What follows belongs to an exercise in optimizing a design on an open flow for small area and a short achievable clock period; a production flow would make more cautious choices. Only simulation tests tie the RTL to the original design; equivalence was not proved. In runs 5 and 6 the design's own scripts or RTL, not TritonCTS, make the clock network. The clock input has no modelled driver; a real chip could not lean on it and would need a root buffer or a full tree. Power is estimated from default activity; no workload was simulated.

==> flow/design.v (outline; a module is shown in full before it is edited, if it fits) <==
// module FA: 17 lines
// module MFA: 20 lines
// module MHA: 11 lines
// module Binary_mul_16_1_uni: 2098 lines
module Binary_mul_16_1_uni (P, A, B, clk, rst_n, en);
  // ...
==> flow/run.sh <==
#!/bin/bash
# synth_recipe.tcl (not shown) runs the flow's synth.tcl, then flattens the netlist and writes it again
# the make line also repeats each setting of config.mk as NAME=value (left out here)
make -C /OpenROAD-flow-scripts/flow DESIGN_CONFIG=/design/flow/config.mk WORK_HOME=/design/flow/orfs CLKGATE_MAP_FILE= SYNTH_SCRIPT=/design/flow/synth_recipe.tcl finish
==> flow/config.mk <==
export PLATFORM = sky130hd
export DESIGN_NAME = Binary_mul_16_1_uni
export DESIGN_NICKNAME = Binary_mul_16_1_uni
export VERILOG_FILES = /design/flow/design.v
export SDC_FILE = /design/flow/constraint.sdc
export NUM_CORES = 4
export LEC_CHECK = 0
export CAP_MARGIN = 20
export CORE_MARGIN = 2
export CORE_UTILIZATION = 40
export SLEW_MARGIN = 20
==> flow/constraint.sdc <==
create_clock -name core_clock -period 10.0 [get_ports {clk}]
set_input_delay 2.0000 -clock core_clock [delete_from_list [all_inputs] [get_ports {clk}]]
set_output_delay 2.0000 -clock core_clock [all_outputs]
set_load 0.01 [all_outputs]
==> qor.yml, run 1 <==
outcome: "no timing/DRC/antenna violations"
power_switching_uw: 1420
antenna_found_initial: 0
ys_types: 7
worst_setup_path_end_kind: "flip-flop"
drtPass1Iterations: 4
min_to: "P[16]"
postSynthCellCount: 1030
syn_area_per_cell_um2: 18.5
synthTopCellsByCount: "dfrtp_1 (497), and2_1 (256), fa_1 (224)"
dp_cells: 1674
fp.dieW_um: 222
num_tap_cells: 607
vdd_drop_max_v: 0.000123
synth_compound_area_share_pct: 0
drcViolationCount: 0
gr-total-overflow: 0
synth_top_family_by_area: "adder cells"
drive_gt1_share_pct: 6.67
cp_top_family: "adder cells"
final_cell_mix: "dfrtp_1 (497), and2_1 (256), fa_1 (224)"
area_growth_syn_to_layout_pct: 14.6
final_antenna_net_count: 0
top_layer_used: "met4"
grt_max_degree: 180
synth_edf_count: 0
crit_path_frequent_cell: "fa_1"
core_area_mm2: 0.0468
r2r_end: "P[30]"
rsz0062_at_grt: "no"
fin_crit_ns: 7.14
clockRootBuffer: "clkbuf_16"
synth_flop_cell: "dfrtp_1"
drt_iter0_drc: 372
fin_skew_ns: 0.00988
largest_reg_flops: 32
==> inputs of run 2 (changes only) <==
==> flow/design.v (replaced) <==
module Binary_mul_16_1_uni (P, A, B, clk, rst_n, en);
    input unsigned [15:0] A;
    input unsigned [15:0] B;
    input clk, rst_n, en;
    output reg unsigned [31:0] P;
    reg  [2:0]  c;       
    reg         last;    
    reg  [15:0] ar;      
    reg  [1:0]  bd;      
    reg  [15:0] h;       
    wire [2:0]  cn = c + 3'd1;
    wire [16:0] pp0 = {1'b0, ar & {16{bd[0]}}};
    wire [16:0] pp1 = {ar & {16{bd[1]}}, 1'b0};
    wire [16:0] hx  = {1'b0, h};
    wire [16:0] s   = hx ^ pp0 ^ pp1;
    wire [16:0] cy  = (hx & pp0) | (hx & pp1) | (pp0 & pp1);
    wire [17:0] x = {1'b0, s};
    wire [17:0] y = {cy, 1'b0};
    wire [17:0] g0 = x & y, p0 = x ^ y;
    wire [17:0] g1 = g0 | (p0 & {g0[16:0], 1'b0}),  q1 = p0 & {p0[16:0], 1'b0};
    wire [17:0] g2 = g1 | (q1 & {g1[15:0], 2'b0}),  q2 = q1 & {q1[15:0], 2'b0};
    wire [17:0] g3 = g2 | (q2 & {g2[13:0], 4'b0}),  q3 = q2 & {q2[13:0], 4'b0};
    wire [17:0] g4 = g3 | (q3 & {g3[9:0], 8'b0}),   q4 = q3 & {q3[9:0], 8'b0};
    wire [17:0] g5 = g4 | (q4 & {g4[1:0], 16'b0});
    wire [17:0] t  = p0 ^ {g5[16:0], 1'b0};
    always @(posedge clk or negedge rst_n) begin
        if (!rst_n) begin
            c    <= 3'd0;
            last <= 1'b0;
        end else begin
            c    <= cn;
            last <= (cn == 3'd7);
        end
    end
    always @(posedge clk) begin
        ar <= A;
        bd <= B[2*cn +: 2];
        h  <= last ? 16'd0 : t[17:2];
        P[2*c +: 2] <= t[1:0];
        if (last)
            P[31:16] <= t[17:2];
    end
endmodule
==> flow/flow/run.sh (new file) <==
#!/bin/bash
bash standard.sh > standard.log 2>&1
==> flow/standard.sh (new file) <==
#!/bin/bash
# synth_recipe.tcl (not shown) runs the flow's synth.tcl, then flattens the netlist and writes it again
# the make line also repeats each setting of config.mk as NAME=value (left out here)
make -C /OpenROAD-flow-scripts/flow DESIGN_CONFIG=/design/flow/config.mk WORK_HOME=/design/flow/orfs CLKGATE_MAP_FILE= SYNTH_SCRIPT=/design/flow/synth_recipe.tcl "${@:-finish}"
removed: flow/run.sh
==> qor.yml, run 2 <==
gr-total-overflow: 0  # unchanged
area_growth_syn_to_layout_pct: 22.9
num_io_pins: 67
setup_tns_ns: 0
yosysWarnings: 1
placed_area_mm2: 0.00468
outcome: "no timing/DRC/antenna violations"
final_cell_mix: "dfxtp_1 (66), clkdlybuf4s50_1 (65), nand2_1 (64)"
synth_top_cell_area_share_pct: 33.2
final-hold-violation-count: 0
power_density_mw_per_mm2: 228
drcViolationCount: 0  # unchanged
rsz0062_at_grt: "no"
cts_buffers: 9
vias_per_cell: 5.04
ys_types: 69  # +62
syn_area_per_cell_um2: 9.30  # -50%
postSynthCellCount: 428  # -58%
port_buffers: 65
htreeDepth: 3
reg2reg_from: "bd[0]"
die-area_mm2: 0.0108
clockRootBuffer: "clkbuf_8"
leakagePower_uw: 0.00221
yosys.cell_count.top_type: "dfxtp_1"
maxClockFrequency_mhz: 294
hold_depth: 2
synth_area_mm2: 0.00398
m1WireLength_um: 3950
drv_cap: 0
cts_hold_buf: 0
cts_tree: "built"
r2r_setup_slack_ns: 6.60
top_regs: "P: 32 flops, ar: 16 flops, h: 16 flops"
fin_nets: 563
drt_wl_total_um: 8780
design_area_mm2: 0.00489
synth_nets: 502
max-clock-path-buffers: 2
synthTopCellsByCount: "dfxtp_1 (66), nand2_1 (64), inv_1 (54)"
insertion_delay_ns: 0.37
crit_type: "flip-flop to flip-flop"
maxSlewViolCount: 0
grt_pass1_vias: 3234
layout_commonest_cell: "dfxtp_1"
wl_per_cell_um: 14.0
clock-sinks: 70
ys_seq_area_share_pct: 35.7
routed-wl-met3_um: 457
antenna_found_initial: 0  # unchanged
diodes: 0
top_layer_used: "met4"
min_to: "P[27]"
largest_reg_flops: 32  # unchanged
grt_pass1_wl_um: 15000
setup_viol: 0
drive_gt1_share_pct: 8.30  # +1.6 points
fp.dieW_um: 104  # -53%
route.met2.wl_um: 4170
tightest_slew_ns: 0.722
min_from: "P[27]"
start_kind: "flip-flop"
num_rows: 36
yosys-top-cells-area: "dfxtp_1 (33%), fa_1 (8.0%), ha_1 (7.2%)"
core_area_mm2: 0.00973  # -79%
cp.arrival_ns: 3.62
synth_edf_count: 0  # unchanged
clk_pin_slew_worst_paths_ns: 0.08
slew_headroom_pct: 51.8
chipHeight_um: 104
regMostFlops: "P"
num_vias: 3161
synth_flop_cell: "dfxtp_1"
final_antenna_net_count: 0  # unchanged
fin_skew_ns: 0.0110  # +0.00115 ns
vdd_drop_max_v: 0.000161  # +31%
synth_top_cell_by_area: "dfxtp_1"
grt_max_degree: 40  # -78%
worst_setup_path_end_kind: "flip-flop"
post_cts_buffers: 0
crit_required_ns: 10.23
gp_congestion: 0.842
worstRegToRegCells: 10
ys_ff_latch: 70
fin_crit_ns: 3.40  # -3.74 ns
cp_max_fo: 16
drt_iter0_drc: 74  # -80%
r2r_end: "P[27]"
hold_path_class: "flip-flop to flip-flop"
ys_async_sr_fraction_pct: 5.71
drtPass1Iterations: 4  # unchanged
finalCritPeriodShare_pct: 34.0
grt_usage_pct: 17.3
cts_resized: 0
dpl.hpwl_um: 6520
start_util_pct: 40.9
-- run 2: cell count changes after synthesis, sizes merged, moves of 11 or more --
cell / before / now
a21oi: 0 / 15
a22o: 0 / 12
and2: 256 / 10
buf: 32 / 8
dfrtp: 497 / 4
dfxtp: 0 / 66
fa: 224 / 16
inv: 5 / 54
nand2: 0 / 64
nor2: 0 / 16
nor3: 0 / 11
o21ai: 0 / 14
-- run 2: worst max-delay path: stages, from the launching register on --
cell and delay (ns):
dfxtp_1 0.77, nand2_1 0.19, fa_1 0.54, inv_1 0.04, ha_1 0.22, fa_1 0.42
a21o_1 0.24, a31o_4 0.29, and3b_1 0.22, nor3_1 0.24, o31ai_1 0.09
-- run 2: through the flow --
step	hold WS (ns)	cells	util [%]	power [uW]	worst slack [ns]
global route	0.502	627	50.3	1190	6.37
detailed placement	0.451	611	48.1	874	6.56
CTS	0.475	627	50.3	1120	6.53
finish	0.477	627	50.3	1110	6.60
floorplan	0.483	428	-	698	6.99
global placement	0.453	611	48.1	870	6.61
-- run 2: cell type report --
type                       count  area [um^2]
sequential                    70         1420
clock inverter                 3         42.5
inverter                      54          203
clock buffer                  13          169
timing repair buffer          66          658
multi-input combinational    288         2230
fill                         961         4830
tap                          133          166
-- run 2: worst max-delay path by stage --
| stage | from | to | slack (ns) | cells after the start |
|---|---|---|---|---|
| after floorplan | bd[0] | P[27] | 6.99 | 11 |
| after global placement | bd[0] | P[27] | 6.61 | 10 |
| after detailed placement | bd[0] | P[27] | 6.56 | 10 |
| after CTS | bd[0] | P[27] | 6.53 | 10 |
| after global routing | bd[0] | P[27] | 6.37 | 10 |
| final | bd[0] | P[27] | 6.60 | 10 |
-- run 2: kinds of logic (layout without fill, tap and decap cells) --
family | count (synthesis) | after routing | share of synthesized area, %
and+or+nand+nor | 143 | 143 | 17.5
AOI/OAI and AO/OA | 83 | 83 | 16.3
DFF | 70 | 70 | 35.7
buffers and inverters | 70 | 136 | 8.17
adders and majority gates | 39 | 39 | 15.3
muxes | 13 | 13 | 4.84
xor gates and xnor gates | 10 | 10 | 2.20
-- run 2: routing by layer --
metal,vias to the layer above,GRT usage (%)
met2,57,28.6
met5,-,0
li1,1576,-
met1,1510,20.8
met3,18,6.29
met4,0,6.27
-- run 2: power by group --
group          total (uW)  leakage, uW  switching [uW]  internal [uW]
logic                 472      0.00149             222            250
clock network         244     0.000106             108            135
registers             398     0.000608            40.9            357
total                1110      0.00221             371            742
==> inputs of run 3 (changes only) <==
==> flow/run.sh (new file) <==
#!/bin/bash
# synth_recipe.tcl (not shown) runs the flow's synth.tcl, then flattens the netlist and writes it again
# the make line also repeats each setting of config.mk as NAME=value (left out here)
make -C /OpenROAD-flow-scripts/flow DESIGN_CONFIG=/design/flow/config.mk WORK_HOME=/design/flow/orfs CLKGATE_MAP_FILE= SYNTH_SCRIPT=/design/flow/synth_recipe.tcl finish
removed: flow/flow/run.sh
removed: flow/standard.sh
==> qor.yml, run 3 <==
fin_nets: 563  # unchanged
start_util_pct: 40.9  # unchanged
synth_flop_cell: "dfxtp_1"
tightest_slew_ns: 0.722  # unchanged
cts_buffers: 9  # unchanged
cts_tree: "built"
vias_per_cell: 5.04  # unchanged
hold_path_class: "flip-flop to flip-flop"
gp_congestion: 0.842  # unchanged
synth_top_cell_by_area: "dfxtp_1"
drcViolationCount: 0  # unchanged
setup_tns_ns: 0  # unchanged
yosys-top-cells-area: "dfxtp_1 (33%), fa_1 (8.0%), ha_1 (7.2%)"
max-clock-path-buffers: 2  # unchanged
final_antenna_net_count: 0  # unchanged
wl_per_cell_um: 14.0  # unchanged
dpl.hpwl_um: 6520  # unchanged
rsz0062_at_grt: "no"
layout_commonest_cell: "dfxtp_1"
num_rows: 36  # unchanged
cts_hold_buf: 0  # unchanged
drive_gt1_share_pct: 8.30  # unchanged
synth_top_cell_area_share_pct: 33.2  # unchanged
grt_usage_pct: 17.3  # unchanged
finalCritPeriodShare_pct: 34.0  # unchanged
final_cell_mix: "dfxtp_1 (66), clkdlybuf4s50_1 (65), nand2_1 (64)"
worst_setup_path_end_kind: "flip-flop"
chipHeight_um: 104  # unchanged
drt_iter0_drc: 74  # unchanged
post_cts_buffers: 0  # unchanged
synthTopCellsByCount: "dfxtp_1 (66), nand2_1 (64), inv_1 (54)"
ys_async_sr_fraction_pct: 5.71  # unchanged
whs_ns: 0.477  # unchanged
clock-sinks: 70  # unchanged
syn_area_per_cell_um2: 9.30  # unchanged
slew_headroom_pct: 51.8  # unchanged
drt_wl_total_um: 8780  # unchanged
setup_viol: 0  # unchanged
antenna_found_initial: 0  # unchanged
yosysWarnings: 1  # unchanged
maxClockFrequency_mhz: 294  # unchanged
htreeDepth: 3  # unchanged
port_buffers: 65  # unchanged
outcome: "no timing/DRC/antenna violations"
clockRootBuffer: "clkbuf_8"
num_io_pins: 67  # unchanged
grt_pass1_wl_um: 15000  # unchanged
grt_pass1_vias: 3234  # unchanged
leakagePower_uw: 0.00221  # unchanged
top_regs: "P: 32 flops, ar: 16 flops, h: 16 flops"
cts_resized: 0  # unchanged
num_vias: 3161  # unchanged
maxSlewViolCount: 0  # unchanged
crit_required_ns: 10.23  # about the same
regMostFlops: "P"
final-hold-violation-count: 0  # unchanged
die-area_mm2: 0.0108  # unchanged
cp_max_fo: 16  # unchanged
insertion_delay_ns: 0.37  # about the same
drtPass1Iterations: 4  # unchanged
start_kind: "flip-flop"
largest_reg_flops: 32  # unchanged
ys_seq_area_share_pct: 35.7  # unchanged
vdd_drop_max_v: 0.000161  # unchanged
gr-total-overflow: 0  # unchanged
diodes: 0  # unchanged
ys_types: 69  # unchanged
power_density_mw_per_mm2: 228  # unchanged
synth_edf_count: 0  # unchanged
fp.dieW_um: 104  # unchanged
cp.arrival_ns: 3.62  # about the same
clk_pin_slew_worst_paths_ns: 0.08  # about the same
core_area_mm2: 0.00973  # unchanged
fin_skew_ns: 0.0110  # unchanged
grt_max_degree: 40  # unchanged
crit_type: "flip-flop to flip-flop"
area_growth_syn_to_layout_pct: 22.9  # unchanged
postSynthCellCount: 428  # unchanged
synth_nets: 502  # unchanged
yosys.cell_count.top_type: "dfxtp_1"
drv_cap: 0  # unchanged
ys_ff_latch: 70  # unchanged
fin_crit_ns: 3.40  # unchanged
fin_util_pct: 50.3  # unchanged
synth_area_mm2: 0.00398  # unchanged
[run 3: routing by layer]
layer  track usage (%)  part of all wire, %  vias to the layer above  wire, um
li1                  -                    -                     1576         -
met1              20.8                   45                     1510      3950
met2              28.6                   48                       57      4170
met3              6.29                  5.2                       18       457
met4              6.27                  2.2                        0       189
met5                 0                    0                        -         0
[run 3: final timing paths]
check                            from    end  slack [ns]  cells after the start
worst max-delay path            bd[0]  P[27]        6.60                     10
worst min-delay path            P[27]  P[27]        0.48                      2
worst max register to register  bd[0]  P[27]        6.60                     10
worst min register to register  P[27]  P[27]        0.48                      2
max in group asynchronous       rst_n   c[2]        7.99                      1
min in group asynchronous       rst_n   c[0]        1.83                      1
[run 3: per-stage QoR]
step,std cells,worst slack [ns],total power (uW),cell area (um^2)
detailed placement,611,6.56,874,4680
CTS,627,6.53,1120,4890
floorplan,428,6.99,698,3980
global placement,611,6.61,870,4680
global route,627,6.37,1190,4890
finish,627,6.60,1110,4890
[run 3: area by class of cell]
class / instances / area (um^2)
well taps: 133 / 166
multi-input cells: 288 / 2230
inverters: 54 / 203
clock buffers: 13 / 169
repair buffers: 66 / 658
flip-flops and latches: 70 / 1420
clock inverters: 3 / 42.5
fillers: 961 / 4830
[run 3: power by group]
part	internal, uW	switching [uW]
Clock	135	108
Sequential	357	40.9
Combinational	250	222
[run 3: critical path, cell delays in order, from the launching register on]
cell,delay [ns]
dfxtp_1,0.77
nand2_1,0.19
fa_1,0.54
inv_1,0.04
ha_1,0.22
fa_1,0.42
a21o_1,0.24
a31o_4,0.29
and3b_1,0.22
nor3_1,0.24
o31ai_1,0.09
[run 3: logic make-up after synthesis]
group | after synthesis | synth area share [%]
muxes | 13 | 4.84
DFF | 70 | 35.7
adders and majority gates | 39 | 15.3
buffers and inverters | 70 | 8.17
xor gates and xnor gates | 10 | 2.20
AOI/OAI and AO/OA | 83 | 16.3
and+or+nand+nor | 143 | 17.5
==> module Binary_mul_16_1_uni, before the edit <==
module Binary_mul_16_1_uni (P, A, B, clk, rst_n, en);
    input unsigned [15:0] A;
    input unsigned [15:0] B;
    input clk, rst_n, en;
    output reg unsigned [31:0] P;
    reg  [2:0]  c;       
    reg         last;    
    reg  [15:0] ar;      
    reg  [1:0]  bd;      
    reg  [15:0] h;       
    wire [2:0]  cn = c + 3'd1;
    wire [16:0] pp0 = {1'b0, ar & {16{bd[0]}}};
    wire [16:0] pp1 = {ar & {16{bd[1]}}, 1'b0};
    wire [16:0] hx  = {1'b0, h};
    wire [16:0] s   = hx ^ pp0 ^ pp1;
    wire [16:0] cy  = (hx & pp0) | (hx & pp1) | (pp0 & pp1);
    wire [17:0] x = {1'b0, s};
    wire [17:0] y = {cy, 1'b0};
    wire [17:0] g0 = x & y, p0 = x ^ y;
    wire [17:0] g1 = g0 | (p0 & {g0[16:0], 1'b0}),  q1 = p0 & {p0[16:0], 1'b0};
    wire [17:0] g2 = g1 | (q1 & {g1[15:0], 2'b0}),  q2 = q1 & {q1[15:0], 2'b0};
    wire [17:0] g3 = g2 | (q2 & {g2[13:0], 4'b0}),  q3 = q2 & {q2[13:0], 4'b0};
    wire [17:0] g4 = g3 | (q3 & {g3[9:0], 8'b0}),   q4 = q3 & {q3[9:0], 8'b0};
    wire [17:0] g5 = g4 | (q4 & {g4[1:0], 16'b0});
    wire [17:0] t  = p0 ^ {g5[16:0], 1'b0};
    always @(posedge clk or negedge rst_n) begin
        if (!rst_n) begin
            c    <= 3'd0;
            last <= 1'b0;
        end else begin
            c    <= cn;
            last <= (cn == 3'd7);
        end
    end
    always @(posedge clk) begin
        ar <= A;
        bd <= B[2*cn +: 2];
        h  <= last ? 16'd0 : t[17:2];
        P[2*c +: 2] <= t[1:0];
        if (last)
            P[31:16] <= t[17:2];
    end
endmodule
==> inputs of run 4 (changes only) <==
==> flow/design.v (replaced) <==
module Binary_mul_16_1_uni (P, A, B, clk, rst_n, en);
    input unsigned [15:0] A;
    input unsigned [15:0] B;
    input clk, rst_n, en;
    output reg unsigned [31:0] P;
    reg  [2:0]  c;       
    reg         first;   
    reg  [15:0] ar;      
    reg  [1:0]  bd;      
    reg  [15:0] h;       
    wire [2:0]  cn = c + 3'd1;
    wire [16:0] pp0 = {1'b0, ar & {16{bd[0]}}};
    wire [16:0] pp1 = {ar & {16{bd[1]}}, 1'b0};
    wire [16:0] hx  = {1'b0, h & {16{~first}}};
    wire [16:0] s   = hx ^ pp0 ^ pp1;
    wire [16:0] cy  = (hx & pp0) | (hx & pp1) | (pp0 & pp1);
    wire [17:0] x = {1'b0, s};
    wire [17:0] y = {cy, 1'b0};
    wire [17:0] g0 = x & y, p0 = x ^ y;
    wire gg0 = g0[1] | (p0[1] & g0[0]);
    wire gg1 = g0[2] | (p0[2] & g0[1]);
    wire pg1 = p0[2] & p0[1];
    wire gg2 = g0[3] | (p0[3] & g0[2]);
    wire pg2 = p0[3] & p0[2];
    wire gg3 = g0[4] | (p0[4] & g0[3]);
    wire pg3 = p0[4] & p0[3];
    wire gg4 = g0[5] | (p0[5] & g0[4]);
    wire pg4 = p0[5] & p0[4];
    wire gg5 = g0[6] | (p0[6] & g0[5]);
    wire pg5 = p0[6] & p0[5];
    wire gg6 = g0[7] | (p0[7] & g0[6]);
    wire pg6 = p0[7] & p0[6];
    wire gg7 = g0[8] | (p0[8] & g0[7]);
    wire pg7 = p0[8] & p0[7];
    wire gg8 = g0[9] | (p0[9] & g0[8]);
    wire pg8 = p0[9] & p0[8];
    wire gg9 = g0[10] | (p0[10] & g0[9]);
    wire pg9 = p0[10] & p0[9];
    wire gg10 = g0[11] | (p0[11] & g0[10]);
    wire pg10 = p0[11] & p0[10];
    wire gg11 = g0[12] | (p0[12] & g0[11]);
    wire pg11 = p0[12] & p0[11];
    wire gg12 = g0[13] | (p0[13] & g0[12]);
    wire pg12 = p0[13] & p0[12];
    wire gg13 = g0[14] | (p0[14] & g0[13]);
    wire pg13 = p0[14] & p0[13];
    wire gg14 = g0[15] | (p0[15] & g0[14]);
    wire pg14 = p0[15] & p0[14];
    wire gg15 = g0[16] | (p0[16] & g0[15]);
    wire pg15 = p0[16] & p0[15];
    wire gg16 = g0[17] | (p0[17] & g0[16]);
    wire pg16 = p0[17] & p0[16];
    wire gg17 = gg1 | (pg1 & g0[0]);
    wire gg18 = gg2 | (pg2 & gg0);
    wire gg19 = gg3 | (pg3 & gg1);
    wire pg19 = pg3 & pg1;
    wire gg20 = gg4 | (pg4 & gg2);
    wire pg20 = pg4 & pg2;
    wire gg21 = gg5 | (pg5 & gg3);
    wire pg21 = pg5 & pg3;
    wire gg22 = gg6 | (pg6 & gg4);
    wire pg22 = pg6 & pg4;
    wire gg23 = gg7 | (pg7 & gg5);
    wire pg23 = pg7 & pg5;
    wire gg24 = gg8 | (pg8 & gg6);
    wire pg24 = pg8 & pg6;
    wire gg25 = gg9 | (pg9 & gg7);
    wire pg25 = pg9 & pg7;
    wire gg26 = gg10 | (pg10 & gg8);
    wire pg26 = pg10 & pg8;
    wire gg27 = gg11 | (pg11 & gg9);
    wire pg27 = pg11 & pg9;
    wire gg28 = gg12 | (pg12 & gg10);
    wire pg28 = pg12 & pg10;
    wire gg29 = gg13 | (pg13 & gg11);
    wire pg29 = pg13 & pg11;
    wire gg30 = gg14 | (pg14 & gg12);
    wire pg30 = pg14 & pg12;
    wire gg31 = gg15 | (pg15 & gg13);
    wire pg31 = pg15 & pg13;
    wire gg32 = gg16 | (pg16 & gg14);
    wire pg32 = pg16 & pg14;
    wire gg33 = gg19 | (pg19 & g0[0]);
    wire gg34 = gg20 | (pg20 & gg0);
    wire gg35 = gg21 | (pg21 & gg17);
    wire gg36 = gg22 | (pg22 & gg18);
    wire gg37 = gg23 | (pg23 & gg19);
    wire pg37 = pg23 & pg19;
    wire gg38 = gg24 | (pg24 & gg20);
    wire pg38 = pg24 & pg20;
    wire gg39 = gg25 | (pg25 & gg21);
    wire pg39 = pg25 & pg21;
    wire gg40 = gg26 | (pg26 & gg22);
    wire pg40 = pg26 & pg22;
    wire gg41 = gg27 | (pg27 & gg23);
    wire pg41 = pg27 & pg23;
    wire gg42 = gg28 | (pg28 & gg24);
    wire pg42 = pg28 & pg24;
    wire gg43 = gg29 | (pg29 & gg25);
    wire pg43 = pg29 & pg25;
    wire gg44 = gg30 | (pg30 & gg26);
    wire pg44 = pg30 & pg26;
    wire gg45 = gg31 | (pg31 & gg27);
    wire pg45 = pg31 & pg27;
    wire gg46 = gg32 | (pg32 & gg28);
    wire pg46 = pg32 & pg28;
    wire gg47 = gg37 | (pg37 & g0[0]);
    wire gg48 = gg38 | (pg38 & gg0);
    wire gg49 = gg39 | (pg39 & gg17);
    wire gg50 = gg40 | (pg40 & gg18);
    wire gg51 = gg41 | (pg41 & gg33);
    wire gg52 = gg42 | (pg42 & gg34);
    wire gg53 = gg43 | (pg43 & gg35);
    wire gg54 = gg44 | (pg44 & gg36);
    wire gg55 = gg45 | (pg45 & gg37);
    wire pg55 = pg45 & pg37;
    wire gg56 = gg46 | (pg46 & gg38);
    wire pg56 = pg46 & pg38;
    wire gg57 = gg55 | (pg55 & g0[0]);
    wire gg58 = gg56 | (pg56 & gg0);
    wire [17:0] gc = {gg57, gg54, gg53, gg52, gg51, gg50, gg49, gg48, gg47, gg36, gg35, gg34, gg33, gg18, gg17, gg0, g0[0], 1'b0};
    wire [17:0] t  = p0 ^ gc;
    always @(posedge clk or negedge rst_n) begin
        if (!rst_n) begin
            c    <= 3'd0;
        end else begin
            c    <= cn;
        end
    end
    always @(posedge clk) begin
        first <= (cn == 3'd0);
        ar <= A;
        bd <= B[2*cn +: 2];
        h  <= t[17:2];
        P[2*c +: 2] <= t[1:0];
        if (first)
            P[31:16] <= h;
    end
endmodule
==> flow/flow/run.sh (new file) <==
#!/bin/bash
# The standard layout, with two changes to how it is made:
# - ports are buffered with the smallest buffer (buf_1) rather than the
#   delay-cell buffer the resizer picks by default;
# - the timing repair aims below the clock period (setup margin), so the
#   resizer also fixes the slowest paths of the design.
# The clock period, constraints and synthesis are the standard flow's own.
set -uo pipefail
bash standard.sh \
  BUFFER_PORTS_ARGS="-buffer_cell sky130_fd_sc_hd__buf_1" \
  SETUP_SLACK_MARGIN=7.0 \
  finish > standard_flow.log 2>&1
==> flow/standard.sh (new file) <==
#!/bin/bash
# synth_recipe.tcl (not shown) runs the flow's synth.tcl, then flattens the netlist and writes it again
# the make line also repeats each setting of config.mk as NAME=value (left out here)
make -C /OpenROAD-flow-scripts/flow DESIGN_CONFIG=/design/flow/config.mk WORK_HOME=/design/flow/orfs CLKGATE_MAP_FILE= SYNTH_SCRIPT=/design/flow/synth_recipe.tcl "${@:-finish}"
removed: flow/run.sh
==> qor.yml, run 4 <==
diodes: 0  # unchanged
drtPass1Iterations: 4  # unchanged
grt_pass1_vias: 2657  # -18%
maxSlewViolCount: 0  # unchanged
drcViolationCount: 0  # unchanged
hold_path_class: "flip-flop to flip-flop"
antenna_found_initial: 0  # unchanged
ys_seq_area_share_pct: 39.2  # +3.5 points
multi_input_area_mm2: 0.00210  # -5.9%
dpl.hpwl_um: 5240  # -20%
setup_viol: 0  # unchanged
grt_max_degree: 41  # +2.5%
final_cell_mix: "dfxtp_1 (65), buf_1 (65), nand2_1 (40)"
area_growth_syn_to_layout_pct: 15.4
synthTopCellsByCount: "dfxtp_1 (67), nand2_1 (40), and2_1 (30)"
final-hold-violation-count: 0  # unchanged
fin_util_pct: 47.8  # -2.5 points
synth_nets: 427  # -15%
crit_required_ns: 8.00  # -2.23 ns
ys_ff_latch: 70  # unchanged
syn_area_per_cell_um2: 10.2  # +10%
core_area_mm2: 0.00872  # -10%
vdd_drop_max_v: 0.0000915  # -43%
htreeDepth: 3  # unchanged
crit_path_cell_trace: "buf_1"
clock-sinks: 70  # unchanged
synth_top_cell_by_area: "dfxtp_1"
max-clock-path-buffers: 2  # unchanged
grt_usage_pct: 15.3  # -2.0 points
die-area_mm2: 0.00980  # -9.0%
clockRootBuffer: "clkbuf_8"
regArea_mm2: 0.00142  # -0.18%
cp_top_family: "flip-flops"
dp_cells: 516  # -16%
num_io_pins: 67  # unchanged
fin_ws_ns: 7.12  # +0.519 ns
cpPeakStageDelay_ns: 0.37  # -0.40 ns
gr-total-overflow: 0  # unchanged
crit_type: "flip-flop to output port"
cp.arrival_ns: 0.88  # -2.74 ns
yosys-top-cells-area: "dfxtp_1 (37%), fa_1 (8.9%), ha_1 (8.0%)"
fin_crit_ns: 2.88  # -0.519 ns
top_regs: "P: 32 flops, ar: 16 flops, h: 16 flops"
yosys.cell_count.top_type: "dfxtp_1"
whs_ns: 0.446  # -0.0306 ns
synth_top_cell_area_share_pct: 37.1  # +4.0 points
synth_edf_count: 0  # unchanged
setup_tns_ns: 0  # unchanged
num_rows: 34  # -5.6%
power_density_mw_per_mm2: 221  # -2.7%
dpl_worst_slack_ns: 6.96  # +0.402 ns
cts_tree: "built"
synth_flop_cell: "dfxtp_1"
vias_per_cell: 4.86  # -3.6%
synth_area_mm2: 0.00361  # -9.3%
leakagePower_uw: 0.00177  # -20%
fin_nets: 493  # -12%
gp_congestion: 0.843  # +0.13%
instances_no_fill: 532  # -15%
outcome: "no timing/DRC/antenna violations"
nFillCells: 872  # -9.3%
yosysWarnings: 1  # unchanged
fp.dieW_um: 99.0  # -4.6%
cp_num_buf_inv: 1  # unchanged
cp_max_fo: 2  # -14
final_antenna_net_count: 0  # unchanged
drv_cap: 0  # unchanged
worst_setup_path_end_kind: "output port"
tightest_slew_ns: 0.667  # -0.0550 ns
ys_types: 48  # -30%
post_cts_buffers: 0  # unchanged
largest_reg_flops: 32  # unchanged
wl_per_cell_um: 13.2  # -5.5%
maxClockFrequency_mhz: 347  # +18%
rsz0062_at_grt: "no"
regMostFlops: "P"
grt_pass1_wl_um: 12000  # -20%
drive_gt1_share_pct: 12.7  # +4.4 points
drt_iter0_drc: 54  # -27%
drt_wl_total_um: 7030  # -20%
clk_pin_slew_worst_paths_ns: 0.08  # about the same
insertion_delay_ns: 0.35  # -0.02 ns
port_buffers: 65  # unchanged
finalCritPeriodShare_pct: 28.8  # -5.2 points
slew_headroom_pct: 55.5  # +3.7 points
start_kind: "flip-flop"
slowest_stage: "dfxtp_1"
postSynthCellCount: 353  # -18%
start_util_pct: 41.4  # +0.49 points
chipHeight_um: 99.0  # -4.6%
cts_buffers: 9  # unchanged
num_vias: 2585  # -18%
ys_async_sr_fraction_pct: 4.29  # -1.4 points
fin_skew_ns: 0.0125  # +0.00141 ns
## run 4: area by class of cell
class	count	share of cell area [%]
multi-input combinational	259	50.5
sequential	70	34.1
timing repair buffer	66	6.34
tap	108	3.24
clock buffer	9	2.97
clock inverter	7	1.77
inverter	13	1.17
## run 4: cell families (layout without fill, tap and decap cells)
kind of cell / after synthesis / after routing / synth area share (%)
adder cells (fa/ha/maj): 39 / 39 / 16.8
buffers and inverters: 24 / 95 / 2.63
AO/OA/AOI/OAI: 60 / 60 / 12.1
multiplexers: 14 / 14 / 5.61
AND/OR/NAND/NOR: 131 / 131 / 20.0
flip-flops: 70 / 70 / 39.2
XOR/XNOR: 15 / 15 / 3.64
## run 4: metrics by stage
step / power [uW] / area (um^2)
final: 922 / 4170
after global routing: 990 / 4170
after CTS: 936 / 4160
after detailed placement: 704 / 3950
after global placement: 699 / 3950
after floorplan: 614 / 3610
## run 4: final timing paths
path,from,endpoint,slack (ns),depth (start not counted)
min,h[4],P[20],0.45,2
max in group asynchronous,rst_n,c[2],8.41,1
min reg2reg,h[4],P[20],0.45,2
max,P[25],P[25],7.12,1
max reg2reg,first,h[15],7.15,11
min in group asynchronous,rst_n,c[0],1.43,1
## run 4: power by group
| part | leakage [uW] | internal, uW | switching [uW] |
|---|---|---|---|
| clock network | 0.0000996 | 116 | 111 |
| registers | 0.000602 | 357 | 37.9 |
| logic | 0.00107 | 134 | 166 |
## run 4: routing by layer
layer	GRT usage [%]	part of all wire (%)	vias to the layer above
met5	0	0	-
met4	5.69	1.6	0
met3	4.04	4.1	11
met2	25.1	47	42
met1	19.4	47	1181
li1	-	-	1351
## run 4: what timing repair did
action | 4_1_cts | 5_1_grt
endpoints found under the setup margin | 1 | 1
gates cloned | 0 | 0
gates resized for setup | 3 | 4
hold buffers | 0 | 0
==> inputs of run 5 (changes only) <==
--- a/flow/design.v
+++ b/flow/design.v
@@ -133,7 +133,7 @@
         bd <= B[2*cn +: 2];
         h  <= t[17:2];
         P[2*c +: 2] <= t[1:0];
-        if (first)
+        if (c == 3'd0)
             P[31:16] <= h;
     end
 endmodule
==> flow/flow/run.sh (replaced) <==
#!/bin/bash
# The standard layout (the standard flow's synthesis, constraints and clock period), with
# these changes to how it is made:
# - ports are buffered with the smallest buffer (buf_1) rather than the
#   delay-cell buffer the resizer picks by default;
# - the timing repair aims below the clock period (setup margin), so the
#   resizer also fixes the slowest paths of the design;
# - after clock tree synthesis, post_cts.tcl replaces the clock tree with a
#   flat, balanced one: four clkbuf_16 fed from the clock port, each driving
#   one cluster of flip-flops (flat_cts.tcl), then repairs timing again.
# Make's output goes to standard_flow.log; each tool's own log is kept by
# ORFS under orfs/logs/.
set -uo pipefail
here=$(pwd)
bash standard.sh \
  BUFFER_PORTS_ARGS="-buffer_cell sky130_fd_sc_hd__buf_1" \
  SETUP_SLACK_MARGIN=7.0 \
  POST_CTS_TCL="$here/flow/post_cts.tcl" \
  FLAT_CTS_TCL="$here/flow/flat_cts.tcl" \
  finish > standard_flow.log 2>&1
==> flow/flow/flat_cts.tcl (new file) <==
# Replace the clock tree with one level of NBUF clock buffers fed straight
# from the clock port, each driving one cluster of flip-flops.
proc flat_clock_tree { nbuf master_name } {
  set block [ord::get_db_block]
  set db [ord::get_db]
  set master [$db findMaster $master_name]
  set clk_port_net [$block findNet clk]
  # 1. dissolve the existing clock buffers: move their sinks to the port net
  set changed 1
  while { $changed } {
    set changed 0
    foreach it [$clk_port_net getITerms] {
      set inst [$it getInst]
      set m [[$inst getMaster] getName]
      if { [string match "*clkbuf*" $m] || [string match "*clkinv*" $m] } {
        set onet "NULL"
        foreach oit [$inst getITerms] {
          if { [$oit getIoType] == "OUTPUT" && [$oit getNet] != "NULL" } { set onet [$oit getNet] }
        }
        if { $onet != "NULL" } {
          foreach sit [$onet getITerms] {
            if { [$sit getInst] != $inst } {
              $sit disconnect
              $sit connect $clk_port_net
            }
          }
        }
        foreach sit [$inst getITerms] { $sit disconnect }
        odb::dbInst_destroy $inst
        if { $onet != "NULL" } { odb::dbNet_destroy $onet }
        set changed 1
        break
      }
    }
  }
  # 2. collect sinks with locations
  set sinks {}
  foreach it [$clk_port_net getITerms] {
    set inst [$it getInst]
    set loc [$inst getLocation]
    lappend sinks [list $it [lindex $loc 0] [lindex $loc 1]]
  }
  set n [llength $sinks]
  puts "flat_clock_tree: $n sinks, $nbuf buffers"
  # 3. k-means on locations
  set cents {}
  set sorted [lsort -real -index 1 $sinks]
  for {set k 0} {$k < $nbuf} {incr k} {
    set s [lindex $sorted [expr {int(($k + 0.5) * $n / $nbuf)}]]
    lappend cents [list [lindex $s 1] [lindex $s 2]]
  }
  for {set iter 0} {$iter < 30} {incr iter} {
    set assign {}
    foreach s $sinks {
      set best 0; set bd 1e18
      for {set k 0} {$k < $nbuf} {incr k} {
        set c [lindex $cents $k]
        set d [expr {abs([lindex $s 1]-[lindex $c 0]) + abs([lindex $s 2]-[lindex $c 1])}]
        if { $d < $bd } { set bd $d; set best $k }
      }
      lappend assign $best
    }
    set new {}
    for {set k 0} {$k < $nbuf} {incr k} {
      set sx 0; set sy 0; set cnt 0
      foreach s $sinks a $assign {
        if { $a == $k } { set sx [expr {$sx + [lindex $s 1]}]; set sy [expr {$sy + [lindex $s 2]}]; incr cnt }
      }
      if { $cnt > 0 } { lappend new [list [expr {$sx / $cnt}] [expr {$sy / $cnt}]] } else { lappend new [lindex $cents $k] }
    }
    set cents $new
  }
  # 4. create the buffers
  for {set k 0} {$k < $nbuf} {incr k} {
    set inst [odb::dbInst_create $block $master "clkflat_$k"]
    set net [odb::dbNet_create $block "clkflat_net_$k"]
    $net setSigType CLOCK
    [$inst findITerm A] connect $clk_port_net
    [$inst findITerm X] connect $net
    set c [lindex $cents $k]
    $inst setLocation [expr {int([lindex $c 0])}] [expr {int([lindex $c 1])}]
    $inst setPlacementStatus PLACED
    foreach s $sinks a $assign {
      if { $a == $k } {
        set it [lindex $s 0]
        $it disconnect
        $it connect $net
      }
    }
  }
}
==> flow/flow/post_cts.tcl (new file) <==
# Replace the clock tree that clock_tree_synthesis built with a flat one:
# four clkbuf_16 fed from the clock port, each driving one cluster of
# flip-flops. Then legalize and repair timing again with the new clock.
source $::env(FLAT_CTS_TCL)
flat_clock_tree 4 sky130_fd_sc_hd__clkbuf_16
detailed_placement
estimate_parasitics -placement
repair_timing_helper
detailed_placement
check_placement -verbose
==> qor.yml, run 5 <==
outcome: "no timing/DRC/antenna violations"
vdd_drop_max_v: 0.000124  # +36%
finalCritPeriodShare_pct: 28.6  # -0.15 points
drive_gt1_share_pct: 7.75  # -5.0 points
cp_max_fo: 16  # +14
cp_top_family: "adder cells"
yosys-top-cells-area: "dfxtp_1 (37%), fa_1 (8.9%), ha_1 (8.0%)"
worstRegToRegCells: 10  # -1
grt_pass1_vias: 2570  # -3.3%
regMostFlops: "P"
port_buffers: 65  # unchanged
min_to: "P[25]"
ys_async_sr_fraction_pct: 4.29  # unchanged
diodes: 0  # unchanged
wl_per_cell_um: 13.8  # +4.1%
cp.arrival_ns: 2.90  # +2.02 ns
fin_crit_ns: 2.86  # -0.0153 ns
clk_pin_slew_worst_paths_ns: 0.08  # about the same
hold_depth: 2  # unchanged
grt_max_degree: 29  # -29%
final-hold-violation-count: 0  # unchanged
cpPeakStageDelay_ns: 0.54  # +0.17 ns
yosysWarnings: 1  # unchanged
drv_cap: 0  # unchanged
crit_type: "flip-flop to flip-flop"
maxClockFrequency_mhz: 349  # +0.54%
die-area_mm2: 0.00979  # -0.13%
ys_types: 51  # +6.3%
chipHeight_um: 98.9  # about the same
top_regs: "P: 32 flops, ar: 16 flops, h: 16 flops"
ys_seq_area_share_pct: 39.3  # +0.054 points
syn_area_per_cell_um2: 10.2  # +0.15%
grt_usage_pct: 14.9  # -0.38 points
dpl.hpwl_um: 5510  # +5.2%
fin_nets: 489  # -0.81%
reg2reg_from: "first"
final_cell_mix: "buf_1 (65), dfxtp_1 (64), nand2_1 (37)"
drcViolationCount: 0  # unchanged
synth_area_mm2: 0.00361  # -0.14%
regArea_mm2: 0.00143  # +0.53%
min_from: "h[9]"
rsz0062_at_grt: "no"
postSynthCellCount: 352  # -0.28%
drt_iter0_drc: 71  # +31%
synth_top_cell_area_share_pct: 37.2  # +0.052 points
fp.dieW_um: 98.9  # about the same
antenna_found_initial: 0  # unchanged
placed_area_mm2: 0.00395  # about the same
fin_util_pct: 46.6  # -1.2 points
ys_ff_latch: 70  # unchanged
maxSlewViolCount: 0  # unchanged
final_antenna_net_count: 0  # unchanged
grt_pass1_wl_um: 11800  # -1.2%
leakagePower_uw: 0.00174  # -2.0%
gp_congestion: 0.839  # -0.49%
slew_headroom_pct: 69.5  # +14 points
num_io_pins: 67  # unchanged
insertion_delay_ns: 0.15  # -0.20 ns
synth_nets: 426  # -0.23%
crit_required_ns: 10.04  # +2.04 ns
multi_input_area_mm2: 0.00210  # +0.12%
hold_path_class: "flip-flop to flip-flop"
power_density_mw_per_mm2: 205  # -7.5%
slowest_stage: "fa_1"
cp_num_buf_inv: 1  # unchanged
cp.depth: 10  # +9
num_rows: 34  # unchanged
drtPass1Iterations: 4  # unchanged
core_area_mm2: 0.00872  # unchanged
setup_viol: 0  # unchanged
synth_flop_cell: "dfxtp_1"
design_area_mm2: 0.00406  # -2.5%
yosys.cell_count.top_type: "dfxtp_1"
worst_setup_path_end_kind: "flip-flop"
vias_per_cell: 4.96  # +2.1%
clock-sinks: 70  # unchanged
start_kind: "flip-flop"
synth_top_cell_by_area: "dfxtp_1"
start_util_pct: 41.3  # -0.057 points
r2r_end: "h[15]"
tightest_slew_ns: 0.455  # -0.212 ns
synth_edf_count: 0  # unchanged
nFillCells: 850  # -2.5%
fin_skew_ns: 0.0239  # +0.0114 ns
crit_path_frequent_cell: "fa_1"
r2r_setup_slack_ns: 7.14  # about the same
num_vias: 2585  # unchanged
largest_reg_flops: 32  # unchanged
synthTopCellsByCount: "dfxtp_1 (67), nand2_1 (37), and2_1 (29)"
setup_tns_ns: 0  # unchanged
gr-total-overflow: 0  # unchanged
area_growth_syn_to_layout_pct: 12.7
drt_wl_total_um: 7170  # +1.9%
crit_path_cell_trace: "nand2b_1 -> fa_1 -> inv_1 -> ha_1 -> fa_1 -> a21o_2 -> nand3_2 -> a31o_4 -> o21ai_2 -> a221o_1"
layout_commonest_cell: "buf_1"
[run 5: how the worst max path moves through the flow]
stage | start | endpoint | slack (ns)
finish | first | h[15] | 7.14
global route | first | h[15] | 7.01
detailed placement | bd[0] | h[15] | 6.90
global placement | bd[0] | h[15] | 6.93
floorplan | B[8] | bd[0] | 7.16
[run 5: power by group]
part           switching, uW  internal (uW)
logic                    164            131
clock network           69.4           72.2
registers               37.9            357
[run 5: area by class of cell]
cell class,count,share of cell area [%]
Buffer,4,2.46
Timing Repair Buffer,66,6.19
Multi-Input combinational cell,261,51.8
Sequential cell,70,35.1
Inverter,12,1.11
Tap cell,108,3.33
[run 5: per-stage QoR]
| step | hold WS [ns] | power, uW | setup slack, ns | cells |
|---|---|---|---|---|
| floorplan | 0.417 | 608 | 7.16 | 352 |
| global placement | 0.433 | 694 | 6.93 | 517 |
| detailed placement | 0.436 | 699 | 6.90 | 517 |
| global route | 0.480 | 895 | 7.01 | 521 |
| finish | 0.448 | 832 | 7.14 | 521 |
[run 5: worst min-delay path: cells and delay by family, from the launching register on]
family	cells	cell delay [ns]
DFF	1	0.32
AOI/OAI and AO/OA	1	0.05
and+or+nand+nor	1	0.05
[run 5: layer usage]
layer	GRT usage (%)	part of all wire, %	up-vias
met5	0	0	-
met4	4.85	1.3	0
met3	2.77	4.5	6
met2	24.9	47	46
met1	19.5	47	1202
li1	-	-	1331
[run 5: logic make-up after synthesis]
| logic type | count (synthesis) | share of synthesized area, % |
|---|---|---|
| muxes | 14 | 6.04 |
| DFF | 70 | 39.3 |
| buffers and inverters | 21 | 2.50 |
| xor gates and xnor gates | 15 | 3.64 |
| and+or+nand+nor | 127 | 19.5 |
| adders and majority gates | 39 | 16.9 |
| AOI/OAI and AO/OA | 66 | 12.1 |
==> inputs of run 6 (changes only) <==
--- a/flow/flow/run.sh
+++ b/flow/flow/run.sh
@@ -4,7 +4,8 @@
 # - ports are buffered with the smallest buffer (buf_1) rather than the
 #   delay-cell buffer the resizer picks by default;
 # - the timing repair aims below the clock period (setup margin), so the
-#   resizer also fixes the slowest paths of the design;
+#   resizer also fixes the slowest paths of the design; it only resizes
+#   and swaps pins (no new buffers) and works on the worst path only;
 # - after clock tree synthesis, post_cts.tcl replaces the clock tree with a
 #   flat, balanced one: four clkbuf_16 fed from the clock port, each driving
 #   one cluster of flip-flops (flat_cts.tcl), then repairs timing again.
@@ -14,7 +15,9 @@
 here=$(pwd)
 bash standard.sh \
   BUFFER_PORTS_ARGS="-buffer_cell sky130_fd_sc_hd__buf_1" \
-  SETUP_SLACK_MARGIN=7.0 \
+  SETUP_SLACK_MARGIN=7.2 \
+  SETUP_MOVE_SEQUENCE=unbuffer,sizeup,swap \
+  TNS_END_PERCENT=0 \
   POST_CTS_TCL="$here/flow/post_cts.tcl" \
   FLAT_CTS_TCL="$here/flow/flat_cts.tcl" \
   finish > standard_flow.log 2>&1
==> qor.yml, run 6 <==
fin_nets: 489  # unchanged
ys_types: 51  # unchanged
crit_path_cell_trace: "buf_1 -> mux4_2 -> mux2_4"
maxSlewViolCount: 0  # unchanged
port_buffers: 65  # unchanged
chipHeight_um: 98.9  # unchanged
wl_per_cell_um: 14.0  # +1.6%
synth_top_cell_area_share_pct: 37.2  # unchanged
fin_crit_ns: 2.76  # -0.103 ns
area_growth_syn_to_layout_pct: 16.5
crit_type: "primary input to flip-flop"
hold_path_class: "flip-flop to flip-flop"
synth_flop_cell: "dfxtp_1"
clockPowerShare_pct: 22.6  # +5.6 points
final_cell_mix: "dfxtp_1 (62), buf_1 (43), nand2_1 (37)"
pwr-share-comb_pct: 34.0  # -1.5 points
num_io_pins: 67  # unchanged
vdd_drop_max_v: 0.0000963  # -22%
regMostFlops: "P"
synth_area_mm2: 0.00361  # unchanged
ys_ff_latch: 70  # unchanged
dpl.hpwl_um: 5550  # +0.61%
power_switching_uw: 285  # +4.8%
min_from: "P[21]"
finalCritPeriodShare_pct: 27.6  # -1.0 points
ys_seq_area_share_pct: 39.3  # unchanged
diodes: 0  # unchanged
p_int_uw: 630  # +12%
slew_headroom_pct: 70.0  # +0.58 points
yosys.cell_count.top_type: "dfxtp_1"
top_regs: "P: 32 flops, ar: 16 flops, h: 16 flops"
num_rows: 34  # unchanged
critPathLaunch: "B[5]"
layout_commonest_cell: "dfxtp_1"
setup_viol: 0  # unchanged
antenna_found_initial: 0  # unchanged
whs_ns: 0.461  # +0.0130 ns
switching_share_pct: 31.1  # -1.5 points
rsz0062_at_grt: "yes"
fp.dieW_um: 98.9  # unchanged
leakagePower_uw: 0.00181  # +4.3%
power_density_mw_per_mm2: 218  # +6.4%
drcViolationCount: 0  # unchanged
core_area_mm2: 0.00872  # unchanged
worst_setup_path_end_kind: "flip-flop"
grt_pass1_vias: 2696  # +4.9%
yosysWarnings: 1  # unchanged
die-area_mm2: 0.00979  # unchanged
drt_iter0_drc: 80  # +13%
p_seq_share_pct: 43.4  # -4.1 points
synth_edf_count: 0  # unchanged
tightest_slew_ns: 0.448  # -0.00740 ns
gr-total-overflow: 0  # unchanged
cp_max_fo: 1  # -15
syn_area_per_cell_um2: 10.2  # unchanged
yosys-top-cells-area: "dfxtp_1 (37%), fa_1 (8.9%), ha_1 (8.0%)"
postSynthCellCount: 352  # unchanged
maxClockFrequency_mhz: 362  # +3.7%
final_antenna_net_count: 0  # unchanged
synthTopCellsByCount: "dfxtp_1 (67), nand2_1 (37), and2_1 (29)"
setup_tns_ns: 0  # unchanged
start_util_pct: 41.3  # unchanged
grt_usage_pct: 15.7  # +0.80 points
grt_pass1_wl_um: 12400  # +5.2%
clock-sinks: 70  # unchanged
ys_async_sr_fraction_pct: 4.29  # unchanged
final-hold-violation-count: 0  # unchanged
gp_congestion: 0.839  # about the same
reg2reg_from: "first"
fin_skew_ns: 0.0237  # -0.000164 ns
dpl_worst_slack_ns: 6.90  # +0.00185 ns
synth_nets: 426  # unchanged
largest_reg_flops: 32  # unchanged
synth_top_cell_by_area: "dfxtp_1"
insertion_delay_ns: 0.16  # about the same
drtPass1Iterations: 4  # unchanged
cpPeakStageDelay_ns: 0.46  # -0.08 ns
clk_pin_slew_worst_paths_ns: 0.10  # +0.02 ns
drv_cap: 0  # unchanged
start_kind: "primary input"
crit_required_ns: 10.05  # about the same
slowest_stage: "mux4_2"
fin_ws_ns: 7.24  # +0.103 ns
drt_wl_total_um: 7320  # +2.1%
outcome: "no timing/DRC/antenna violations"
grt_max_degree: 29  # unchanged
cp.arrival_ns: 2.81  # -0.09 ns
num_vias: 2633  # +1.9%
drive_gt1_share_pct: 17.1  # +9.3 points
vias_per_cell: 5.02  # +1.3%
[run 6: area by class of cell]
cell class | instances | area (um^2)
fill | 856 | 4520
inverter | 12 | 45.0
sequential | 70 | 1430
timing repair buffer | 66 | 279
buffer | 4 | 100
clock inverter | 3 | 68.8
tap | 108 | 135
multi-input combinational | 261 | 2140
[run 6: final timing paths]
path,endpoint,slack [ns],cells after the start
max,bd[1],7.24,3
min,P[21],0.46,2
max reg2reg,h[15],7.25,10
min reg2reg,P[21],0.46,2
max in group asynchronous,c[0],8.19,1
min in group asynchronous,c[0],1.63,1
[run 6: kinds of logic after synthesis]
group	count (synthesis)	synth area share, %
buffers and inverters	21	2.50
flip-flops	70	39.3
AO/OA/AOI/OAI	66	12.1
AND/OR/NAND/NOR	127	19.5
adder cells (fa/ha/maj)	39	16.9
XOR/XNOR	15	3.64
multiplexers	14	6.04
[run 6: critical path, delay by kind of cell]
family / cells / cell delay, ns
multiplexers: 2 / 0.74
buffers and inverters: 1 / 0.07
[run 6: per-stage QoR]
step / util [%] / total power (uW) / std cells / area (um^2)
floorplan: - / 609 / 352 / 3600
global placement: 45.2 / 694 / 517 / 3940
detailed placement: 45.2 / 702 / 517 / 3940
global route: 48.2 / 977 / 524 / 4200
finish: 48.2 / 915 / 524 / 4200
[run 6: metal layers]
| layer | share of wire [%] | global-route usage (%) | vias to the layer above | routed length [um] |
|---|---|---|---|---|
| met3 | 3.9 | 3.19 | 5 | 287 |
| met5 | 0 | 0 | - | 0 |
| li1 | - | - | 1331 | - |
| met4 | 1.1 | 4.11 | 0 | 78 |
| met1 | 47 | 20.3 | 1250 | 3460 |
| met2 | 48 | 26.8 | 47 | 3500 |
[run 6: power groups by stage]
stage | Clock [uW] | Combinational [uW] | Sequential [uW]
2_1_floorplan | 0 | 184 | 424
3_3_place_gp | 0 | 293 | 401
3_5_place_dp | 0 | 298 | 404
5_1_grt | 222 | 348 | 406
6_report | 207 | 311 | 397

re-timing with driven ports:
No port has a modelled driver above. Below, the same layouts with a new extraction and two added sets of constraints.
Step 1 sets driving cells, clkbuf_16 on the clock port and buf_2 on the other inputs (assumed; they add their load-dependent delay and slew).
Step 2 also shifts input and output timing later by t, the mid clock arrival at the registers, as if the neighbouring blocks saw the same clock.
Slacks: ideal ports / drivers / drivers and shift; pairs: ideal ports / drivers.
run	t, ns	slack for setup (ns)	latest minus earliest clock arrival (ns)	worst register clock-pin slew, ns
run 1	0.614	2.861 / 2.861 / 2.861	0.014 / 0.014	0.06 / 0.06
run 2	0.392	6.603 / 6.603 / 6.603	0.011 / 0.011	0.08 / 0.08
run 3	0.392	6.603 / 6.603 / 6.603	0.011 / 0.011	0.08 / 0.08
run 4	0.375	7.122 / 7.093 / 7.079	0.015 / 0.014	0.09 / 0.09
run 5	0.215	7.137 / 7.137 / 7.027	0.024 / 0.024	0.08 / 0.08
run 6	0.228	7.240 / 7.254 / 7.067	0.024 / 0.024	0.10 / 0.10
After both steps every run listed still meets setup and hold. The setup slack of run 6, which loses most, moves by +0.014 ns with the drivers and by -0.173 ns with both steps.
